Background: an optimization exercise with open tools, aiming at small area, a short achievable clock period and few clock cycles per item. Do not read the settings as production practice.
RTL that was checked went through simulation tests only; none was proved equivalent to the original.
Power figures rest on the tool's default switching activity, not on a simulated workload.

// booth_multiplier
module booth_multiplier(
    input         clk,
    input         reset_n,
    input         op_start,
    input         op_clear,
    input  [31:0] multiplier,
    input  [31:0] multiplicand,
    output        op_done,
    output [63:0] result
);
==> flow/config.mk <==
export PLATFORM = sky130hd
export DESIGN_NAME = booth_multiplier
export DESIGN_NICKNAME = booth_multiplier
export VERILOG_FILES = /design/flow/design.v
export SDC_FILE = /design/flow/constraint.sdc
export NUM_CORES = 4
export LEC_CHECK = 0
export CAP_MARGIN = 20
export CORE_MARGIN = 2
export CORE_UTILIZATION = 40
export PLACE_DENSITY = 0.6
export SETUP_SLACK_MARGIN = 2.0
export SLEW_MARGIN = 20
export SYNTH_HIERARCHICAL = 1
export SYNTH_MINIMUM_KEEP_SIZE = 0
==> flow/constraint.sdc <==
create_clock -name core_clock -period 5.0 [get_ports {clk}]
set_input_delay 1.0000 -clock core_clock [delete_from_list [all_inputs] [get_ports {clk}]]
set_output_delay 1.0000 -clock core_clock [all_outputs]
set_load 0.01 [all_outputs]
standard.sh (not shown) runs the stock make flow with config.mk's settings and CLKGATE_MAP_FILE= SYNTH_SCRIPT=/design/flow/synth_recipe.tcl, a recipe that flattens the netlist after the stock synthesis.
==> flow/flow/run.sh <==
#!/bin/bash
# Standard layout, except: plain buf_1 cells as the port buffers, and a clock
# tree of clkbuf_4/clkbuf_8 cells under a clkbuf_16 root, without dummy loads.
export BUFFER_PORTS_ARGS="-buffer_cell sky130_fd_sc_hd__buf_1"
export CTS_ARGS="-sink_clustering_enable -repair_clock_nets -dont_use_dummy_load -root_buf sky130_fd_sc_hd__clkbuf_16 -buf_list \"sky130_fd_sc_hd__clkbuf_4 sky130_fd_sc_hd__clkbuf_8\""
bash standard.sh > standard.log 2>&1
Next try:
--- a/flow/config.mk
+++ b/flow/config.mk
@@ -11,2 +11,2 @@
-export PLACE_DENSITY = 0.6
-export SETUP_SLACK_MARGIN = 2.0
+export PLACE_DENSITY = 0.75
+export SETUP_SLACK_MARGIN = 0
What happened: Design area drops by 3.0%. Register-to-register slack loses 500 ps. Via count climbs by 0.55%. Non-clock buffer count drops by 14. Total power drops by 4.1%. Wire length drops by 5.2%. Worst setup slack loses 500 ps. Maximum frequency drops by 14%.
Next try:
--- a/flow/config.mk
+++ b/flow/config.mk
@@ -12 +12 @@
-export SETUP_SLACK_MARGIN = 0
+export SETUP_SLACK_MARGIN = 2.0
After rerunning: First-iteration DRC count increases by about 0.43%. Synthesized cell count stays the same. Setup slack improved by 510 ps. Power is higher by about 2.5%. Global-route usage is higher by 0.13 points. Clock power came out lower by about 1%.
Next try:
--- a/flow/config.mk
+++ b/flow/config.mk
@@ -12 +12 @@
-export SETUP_SLACK_MARGIN = 2.0
+export SETUP_SLACK_MARGIN = 1.6
The changed run completed without violations; power goes down by 2.4%; worst setup slack got worse by 270 ps; clock power goes up by about 2%; critical path depth goes down by 1.
No functional check of the RTL was part of any run of this note.

* * *

booth_multiplier, a different RTL version from the one above (not shown whole).
Size: about 160 flip-flops, ~130 I/O pins, about 13000 µm² of cells after synthesis.
Settings: LEC_CHECK=0, CAP_MARGIN=20, CORE_MARGIN=2, CORE_UTILIZATION=40, GPL_ROUTABILITY_DRIVEN=0, PLACE_DENSITY=0.75, SETUP_SLACK_MARGIN=2.0, SLEW_MARGIN=20, SYNTH_HIERARCHICAL=1, SYNTH_MINIMUM_KEEP_SIZE=0; clock period 5.0 ns.
==> flow/flow/run.sh <==
#!/bin/bash
# Standard layout, except: plain buf_1 cells as the port buffers, and a
# clock tree of clkbuf_4 cells without dummy loads.
export BUFFER_PORTS_ARGS="-buffer_cell sky130_fd_sc_hd__buf_1"
export CTS_ARGS="-sink_clustering_enable -repair_clock_nets -dont_use_dummy_load -root_buf sky130_fd_sc_hd__clkbuf_16 -buf_list \"sky130_fd_sc_hd__clkbuf_4 sky130_fd_sc_hd__clkbuf_8\""
bash standard.sh > standard.log 2>&1
Testbench counts at the start, summed over its fixed seeds: cycles 11,192, items 1,600.
Change:
Settings changed: GPL_ROUTABILITY_DRIVEN 0 to default, PLACE_DENSITY 0.75 to 0.7.
=>
- The changed run produced a clean layout
- final cell count climbs by 0.30%
- setup slack loses 0.13 ns
- synthesized cell count does not change
- cell area climbs by 0.45%
- wire length drops by 0.59%
- combinational power stays flat
- global-route usage climbs by 0.12 points
- fmax drops by 4.1%
Change:
Settings changed: PLACE_DENSITY 0.7 to 0.95.
What happened: The changed run passed the timing, DRC and antenna checks. Wire length rose by roughly a tenth. Core utilization increases by 0.10 points. First-iteration DRC count climbs by well over a third. Sequential power climbs by a few percent. Design area hardly moves. Die area is unchanged. Flip-flop and latch count stays the same. Via count went up by roughly a tenth. Worst hold slack gets worse by 0.0056 ns. Cell count is unchanged.
Change:
Settings changed: ABC_AREA from default to 1, PLACE_DENSITY 0.95 to 0.6.
Effect: Setup slack is better by 0.31 ns. Final area goes up by 3.4%. Sequential power fell by about 5%. Area after synthesis rose by about 3%. Sequential share of layout area fell by 0.96 points.
Change:
Settings changed: ABC_AREA 1 to default.
- synthesized area goes down by about 3%
- wire length goes down by about 4%
- die area goes down by 2.9%
- design area goes down by about 4%
- hold slack gains 0.043 ns
- flip-flop and latch count is unchanged
- global-route usage goes down by 0.31 points

* * *

booth_multiplier, a different RTL version from the one above (not shown whole).
Size in the first run: roughly 1100 cells after synthesis, ~160 flip-flops, about 130 I/O pins, about 13000 um2 of cells after synthesis.
Design booth_multiplier, start of the top module:
module booth_multiplier(
    input         clk,
    input         reset_n,
    input         op_start,
    input         op_clear,
    input  [31:0] multiplier,
    input  [31:0] multiplicand,
    output        op_done,
    output [63:0] result
);
  reg       busy, done;
  reg       first;                        
  reg       step;                         
  reg       last;                         
  reg [2:0] cnt;
  wire      idle = !busy && !done;
  wire      fin  = cnt[2];                        
  reg  [31:0] m_q;           
  reg  [31:0] lo_q;          
  reg  [31:0] s_q, c_q;      
  reg  [7:0]  rs_q, rc_q;    
  reg         cy_q;          
  reg  [3:0]  one_q, two_q, ng_q;   
  function [11:0] enc;
    input [7:0] b;
    input       bm;
    integer i;
    reg [8:0] x;
    begin
      x = {b, bm};
      for (i = 0; i < 4; i = i + 1) begin
        enc[i]         = x[2*i+1] ^ x[2*i];
        enc[4+i]     = (x[2*i+2] & ~x[2*i+1] & ~x[2*i]) | (~x[2*i+2] & x[2*i+1] & x[2*i]);
        enc[8+i]   = x[2*i+2];
      end
    end
  endfunction
  wire [31:0] s_g = s_q & {32{~first}};
  wire [11:0] enc_next = busy ? enc(lo_q[15:8], lo_q[7]) : enc(multiplier[7:0], 1'b0);
  wire [32:0] mg0 = ({33{one_q[0]}} & {m_q[31], m_q}) | ({33{two_q[0]}} & {m_q, 1'b0});
  wire [32:0] pp0 = mg0 ^ {33{ng_q[0]}};
  wire [32:0] e0 = {~pp0[32], pp0[31:0]};
  wire [32:0] mg1 = ({33{one_q[1]}} & {m_q[31], m_q}) | ({33{two_q[1]}} & {m_q, 1'b0});
  wire [32:0] pp1 = mg1 ^ {33{ng_q[1]}};
  wire [32:0] e1 = {~pp1[32], pp1[31:0]};
  wire [32:0] mg2 = ({33{one_q[2]}} & {m_q[31], m_q}) | ({33{two_q[2]}} & {m_q, 1'b0});
  wire [32:0] pp2 = mg2 ^ {33{ng_q[2]}};
  wire [32:0] e2 = {~pp2[32], pp2[31:0]};
  wire [32:0] mg3 = ({33{one_q[3]}} & {m_q[31], m_q}) | ({33{two_q[3]}} & {m_q, 1'b0});
  wire [32:0] pp3 = mg3 ^ {33{ng_q[3]}};
  wire [32:0] e3 = {~pp3[32], pp3[31:0]};
  wire hs1;
  wire hc2;
  wire hs3;
  wire hc4;
  wire fs5;
  wire fc6;
  wire hs7;
  wire hc8;
  ...
==> flow/config.mk <==
export PLATFORM = sky130hd
export DESIGN_NAME = booth_multiplier
export DESIGN_NICKNAME = booth_multiplier
export VERILOG_FILES = /design/flow/design.v
export SDC_FILE = /design/flow/constraint.sdc
export NUM_CORES = 4
export LEC_CHECK = 0
export CAP_MARGIN = 20
export CORE_MARGIN = 2
export CORE_UTILIZATION = 40
export PLACE_DENSITY = 0.75
export SETUP_SLACK_MARGIN = 2.0
export SLEW_MARGIN = 20
export SYNTH_HIERARCHICAL = 1
export SYNTH_MINIMUM_KEEP_SIZE = 0
==> flow/constraint.sdc <==
create_clock -name core_clock -period 5.0 [get_ports {clk}]
set_input_delay 1.0000 -clock core_clock [delete_from_list [all_inputs] [get_ports {clk}]]
set_output_delay 1.0000 -clock core_clock [all_outputs]
set_load 0.01 [all_outputs]
==> flow/flow/run.sh <==
#!/bin/bash
# Standard layout, except: plain buf_1 cells as the port buffers, and a clock
# tree of clkbuf_4/clkbuf_8 cells under a clkbuf_16 root, without dummy loads.
export BUFFER_PORTS_ARGS="-buffer_cell sky130_fd_sc_hd__buf_1"
export CTS_ARGS="-sink_clustering_enable -repair_clock_nets -dont_use_dummy_load -root_buf sky130_fd_sc_hd__clkbuf_16 -buf_list \"sky130_fd_sc_hd__clkbuf_4 sky130_fd_sc_hd__clkbuf_8\""
bash standard.sh > standard.log 2>&1
Then changed:
SETUP_SLACK_MARGIN = 1.8   (was 2.0)
Result: Hold slack is worse by 0.0092 ns; routed wire length went down by 8.8%; cell area falls by 7.3%; global-route usage drops by 0.91 points; clock-buffer cell count is unchanged; worst setup slack loses 0.013 ns; first-iteration DRC count came out lower by 19%; power decreases by 7.6%; cell count went down by 3.2%; die area does not change; sequential power stays flat.
Function was not checked in any run of this note: the RTL went through the layout flow alone.

* * *

== run A ==
RTL: one of the versions met above, not the one the previous note started from.
For scale: ~13,000 um2 of cells after synthesis.
Settings: LEC_CHECK=0, CAP_MARGIN=20, CORE_MARGIN=2, CORE_UTILIZATION=40, PLACE_DENSITY=0.5, SETUP_SLACK_MARGIN=2.0, SLEW_MARGIN=20, SYNTH_HIERARCHICAL=1, SYNTH_MINIMUM_KEEP_SIZE=0; clock period 5.0 ns.
==> flow/flow/run.sh <==
#!/bin/bash
# Standard layout, except: plain buf_1 cells as the port buffers, and a
# clock tree of clkbuf_4 cells without dummy loads.
export BUFFER_PORTS_ARGS="-buffer_cell sky130_fd_sc_hd__buf_1"
export CTS_ARGS="-sink_clustering_enable -repair_clock_nets -dont_use_dummy_load -root_buf sky130_fd_sc_hd__clkbuf_16 -buf_list \"sky130_fd_sc_hd__clkbuf_4 sky130_fd_sc_hd__clkbuf_8\""
bash standard.sh > standard.log 2>&1
Run A was carried through to the last stage, and its layout satisfied the timing, DRC and antenna checks.
Testbench counts of run A, summed over its fixed seeds: cycles 11,192, items 1,600.
What run B does differently from run A at the input level:
-- flow/config.mk --
<<< run A, line 7
export LEC_CHECK = 0
export CAP_MARGIN = 20
export CORE_MARGIN = 2
export CORE_UTILIZATION = 40
export PLACE_DENSITY = 0.5
export SETUP_SLACK_MARGIN = 2.0
export SLEW_MARGIN = 20
export SYNTH_HIERARCHICAL = 1
>>> run B, line 7
export LEC_CHECK = 0
export CAP_MARGIN = 5
export CORE_MARGIN = 2
export CORE_UTILIZATION = 40
export PLACE_DENSITY = 0.75
export SETUP_SLACK_MARGIN = 2.0
export SLEW_MARGIN = 5
export SYNTH_HIERARCHICAL = 1
Findings:
Compared with run A, run B shows a lower first-pass GRT wire length.
Post-layout net count: run B vs run A, no meaningful difference
The number of cells in the finished layout apart from fillers was comparable across run B and run A.
For run B, the endpoint of the worst setup timing path was s_q[24], unlike run A, where it was s_q[11].
Looking at placed standard-cell area, run B sits below run A.
[compare] base=run A new=run B: smallest setup slack after layout up 93 ps, switching part of the total up 0.20 points, total power after layout up about 1.1%, layout cell share with drive strength beyond 1 up 0.27 points.
Input changes introduced in run C (baseline for comparison: run B):
-- flow/config.mk --
<<< run B, line 7
export LEC_CHECK = 0
export CAP_MARGIN = 5
export CORE_MARGIN = 2
export CORE_UTILIZATION = 40
export PLACE_DENSITY = 0.75
export SETUP_SLACK_MARGIN = 2.0
export SLEW_MARGIN = 5
export SYNTH_HIERARCHICAL = 1
>>> run C, line 7
export LEC_CHECK = 0
export CAP_MARGIN = 20
export CORE_MARGIN = 2
export CORE_UTILIZATION = 40
export PLACE_DENSITY = 0.6
export SETUP_SLACK_MARGIN = 2.3
export SLEW_MARGIN = 20
export SYNTH_HIERARCHICAL = 1
==> run summary <==
- Run C: worst hold slack is 12 ps higher than what run B reported.
- In the flow results for run B and run C, the share of layout cells above drive strength 1 is larger on run C.
- Run C vs run B — filler-free cell count of the finished design climbed by a few percent
### run C -> run D
==> flow/flow/run.sh <==
#!/bin/bash
# Standard layout, except: plain buf_1 cells as the port buffers, and a clock
# tree of clkbuf_8 clusters of up to 24 flip-flops under a clkbuf_16 root,
# without dummy loads.
export BUFFER_PORTS_ARGS="-buffer_cell sky130_fd_sc_hd__buf_1"
export CTS_ARGS="-sink_clustering_enable -sink_clustering_size 24 -repair_clock_nets -dont_use_dummy_load -root_buf sky130_fd_sc_hd__clkbuf_16 -buf_list \"sky130_fd_sc_hd__clkbuf_8\""
bash standard.sh > standard.log 2>&1
-- flow/config.mk --
<<< run C, line 10
export CORE_UTILIZATION = 40
export PLACE_DENSITY = 0.6
export SETUP_SLACK_MARGIN = 2.3
export SLEW_MARGIN = 20
>>> run D, line 10
export CORE_UTILIZATION = 40
export PLACE_DENSITY = 0.75
export SETUP_SLACK_MARGIN = 2.0
export SLEW_MARGIN = 20
==> comparison <==
Compare run D and run C | count of placed standard cells in the final layout, fillers left out lower: run D
Sequential share of cell area: run D vs run C up 2.3 points
Cmp run D and run C / total power / lower: run D
Run D reports its capture point of the critical path as s_q[24] while run C reports s_q[7].
On clock group share of total power: between run D and run C, it ends up lower for run C.
Compared with run C, run D shows a lower cell area.
Reported for run D and run C, count of hold-fix buffers inserted at cts turned out identical to the last digit.

* * *

Another version of the RTL of booth_multiplier (not shown whole).
For scale: about 130 I/O pins, roughly 13,000 um2 of cells after synthesis.
==> flow/config.mk <==
export PLATFORM = sky130hd
export DESIGN_NAME = booth_multiplier
export DESIGN_NICKNAME = booth_multiplier
export VERILOG_FILES = /design/flow/design.v
export SDC_FILE = /design/flow/constraint.sdc
export NUM_CORES = 4
export LEC_CHECK = 0
export CAP_MARGIN = 20
export CORE_MARGIN = 2
export CORE_UTILIZATION = 40
export PLACE_DENSITY = 0.75
export SETUP_SLACK_MARGIN = 2.0
export SLEW_MARGIN = 20
export SYNTH_HIERARCHICAL = 1
export SYNTH_MINIMUM_KEEP_SIZE = 0
==> flow/constraint.sdc <==
create_clock -name core_clock -period 5.0 [get_ports {clk}]
set_input_delay 1.0000 -clock core_clock [delete_from_list [all_inputs] [get_ports {clk}]]
set_output_delay 1.0000 -clock core_clock [all_outputs]
set_load 0.01 [all_outputs]
==> flow/flow/run.sh <==
#!/bin/bash
# Standard layout, except: plain buf_1 cells as the port buffers, and a clock
# tree of clkbuf_4/clkbuf_8 cells under a clkbuf_16 root, without dummy loads.
export BUFFER_PORTS_ARGS="-buffer_cell sky130_fd_sc_hd__buf_1"
export CTS_ARGS="-sink_clustering_enable -repair_clock_nets -dont_use_dummy_load -root_buf sky130_fd_sc_hd__clkbuf_16 -buf_list \"sky130_fd_sc_hd__clkbuf_4 sky130_fd_sc_hd__clkbuf_8\""
bash standard.sh > standard.log 2>&1
Next try:
Settings changed: SETUP_SLACK_MARGIN 2.0 to 2.3.
Clock skew came out higher by 0.018 ns.
Core utilization grows by 4.7 points.
Critical path depth is lower by 6.
Count of clock-buffer cells in the layout is unchanged.
Wire length rises by 14%.
Function was not checked in any run of this note: the RTL went through the layout flow alone.

* * *

## the reference run
Another version of the RTL of booth_multiplier (not shown whole).
Size: roughly 1900 cells after synthesis, ~130 I/O pins.
## booth_multiplier
module booth_multiplier(
    input         clk,
    input         reset_n,
    input         op_start,
    input         op_clear,
    input  [31:0] multiplier,
    input  [31:0] multiplicand,
    output        op_done,
    output [63:0] result
);
Settings: LEC_CHECK=0, CAP_MARGIN=20, CORE_MARGIN=2, CORE_UTILIZATION=40, PLACE_DENSITY=0.6, SETUP_SLACK_MARGIN=1.5, SLEW_MARGIN=20; clock period 5.0 ns.
run.sh (not shown) runs the stock make flow with config.mk's settings and CLKGATE_MAP_FILE= SYNTH_SCRIPT=/design/flow/synth_recipe.tcl, a recipe that flattens the netlist after the stock synthesis.
Stock flow here: none of the scripts above is used.
The reference run: all stages complete, timing, DRC and antenna checks passed
For the trial run, these inputs were changed with respect to the reference run:
--- a/flow/config.mk
+++ b/flow/config.mk
@@ -12 +11,0 @@
-export SETUP_SLACK_MARGIN = 1.5
==> comparison <==
- The trial run closes out successfully: all stages finished, all timing, DRC and antenna checks passed.
- The total area of sequential cells was comparable across the reference run and the trial run.
- When the trial run is set beside the reference run, its worst path setup slack after routing turns out to be 600 ps smaller.
- The lower relative area change from synthesis to final layout came out of the trial run.
- The capture point of the worst path comes out cy_q in one run and lo_q[31] in the other, namely in the reference run and the trial run respectively.
No run of this note included a check of the RTL's function; only the layout flow was run.

[what the ideal ports hide]
The results above use ideal ports. As a check the final layouts listed here were re-extracted and re-timed, cells and wires unchanged.
Step 1 assumes that a clkbuf_16 drives the clock port and a buf_2 every other input.
Step 2, shift: input delay + t, output delay - t, t = (earliest + latest rising clock arrival at the registers) / 2. This alone moves slack from input paths to output paths.
a / b / c = ideal ports / drivers / drivers and shift; a / b = the first two.
run | shift t [ns] | setup slack, ns | clock arrival spread, ns | slew at the worst register clock pin (ns)
the first run of note 1 | 0.444 | 1.953 / 1.953 / 1.953 | 0.055 / 0.055 | 0.12 / 0.12
the second run of note 1 | 0.426 | 1.449 / 1.449 / 1.449 | 0.036 / 0.035 | 0.10 / 0.10
the third run of note 1 | 0.433 | 1.963 / 1.963 / 1.963 | 0.035 / 0.035 | 0.09 / 0.09
the fourth run of note 1 | 0.430 | 1.692 / 1.692 / 1.692 | 0.037 / 0.036 | 0.10 / 0.10
the first run of note 2 | 0.433 | 2.062 / 2.062 / 2.062 | 0.036 / 0.036 | 0.10 / 0.10
the second run of note 2 | 0.433 | 1.936 / 1.936 / 1.936 | 0.038 / 0.038 | 0.10 / 0.10
the third run of note 2 | 0.431 | 1.779 / 1.779 / 1.779 | 0.048 / 0.048 | 0.11 / 0.11
the fourth run of note 2 | 0.442 | 2.092 / 2.092 / 2.092 | 0.041 / 0.041 | 0.10 / 0.10
the fifth run of note 2 | 0.431 | 2.007 / 2.007 / 2.007 | 0.035 / 0.035 | 0.10 / 0.10
the first run of note 3 | 0.446 | 1.840 / 1.840 / 1.840 | 0.043 / 0.044 | 0.11 / 0.11
the second run of note 3 | 0.440 | 1.828 / 1.828 / 1.828 | 0.040 / 0.039 | 0.10 / 0.10
run A | 0.433 | 1.931 / 1.931 / 1.931 | 0.043 / 0.043 | 0.10 / 0.10
run B | 0.434 | 2.025 / 2.025 / 2.025 | 0.034 / 0.034 | 0.09 / 0.09
run C | 0.434 | 2.072 / 2.072 / 2.072 | 0.040 / 0.039 | 0.10 / 0.10
run D | 0.433 | 2.062 / 2.062 / 2.062 | 0.036 / 0.036 | 0.10 / 0.10
the first run of note 5 | 0.428 | 2.000 / 2.000 / 2.000 | 0.038 / 0.038 | 0.10 / 0.10
the second run of note 5 | 0.440 | 2.052 / 2.052 / 2.052 | 0.054 / 0.053 | 0.11 / 0.11
the reference run | 0.502 | 1.189 / 1.189 / 1.189 | 0.009 / 0.009 | 0.07 / 0.07
the trial run | 0.508 | 0.590 / 0.590 / 0.590 | 0.008 / 0.009 | 0.07 / 0.07
After both steps every run listed still meets setup and hold.
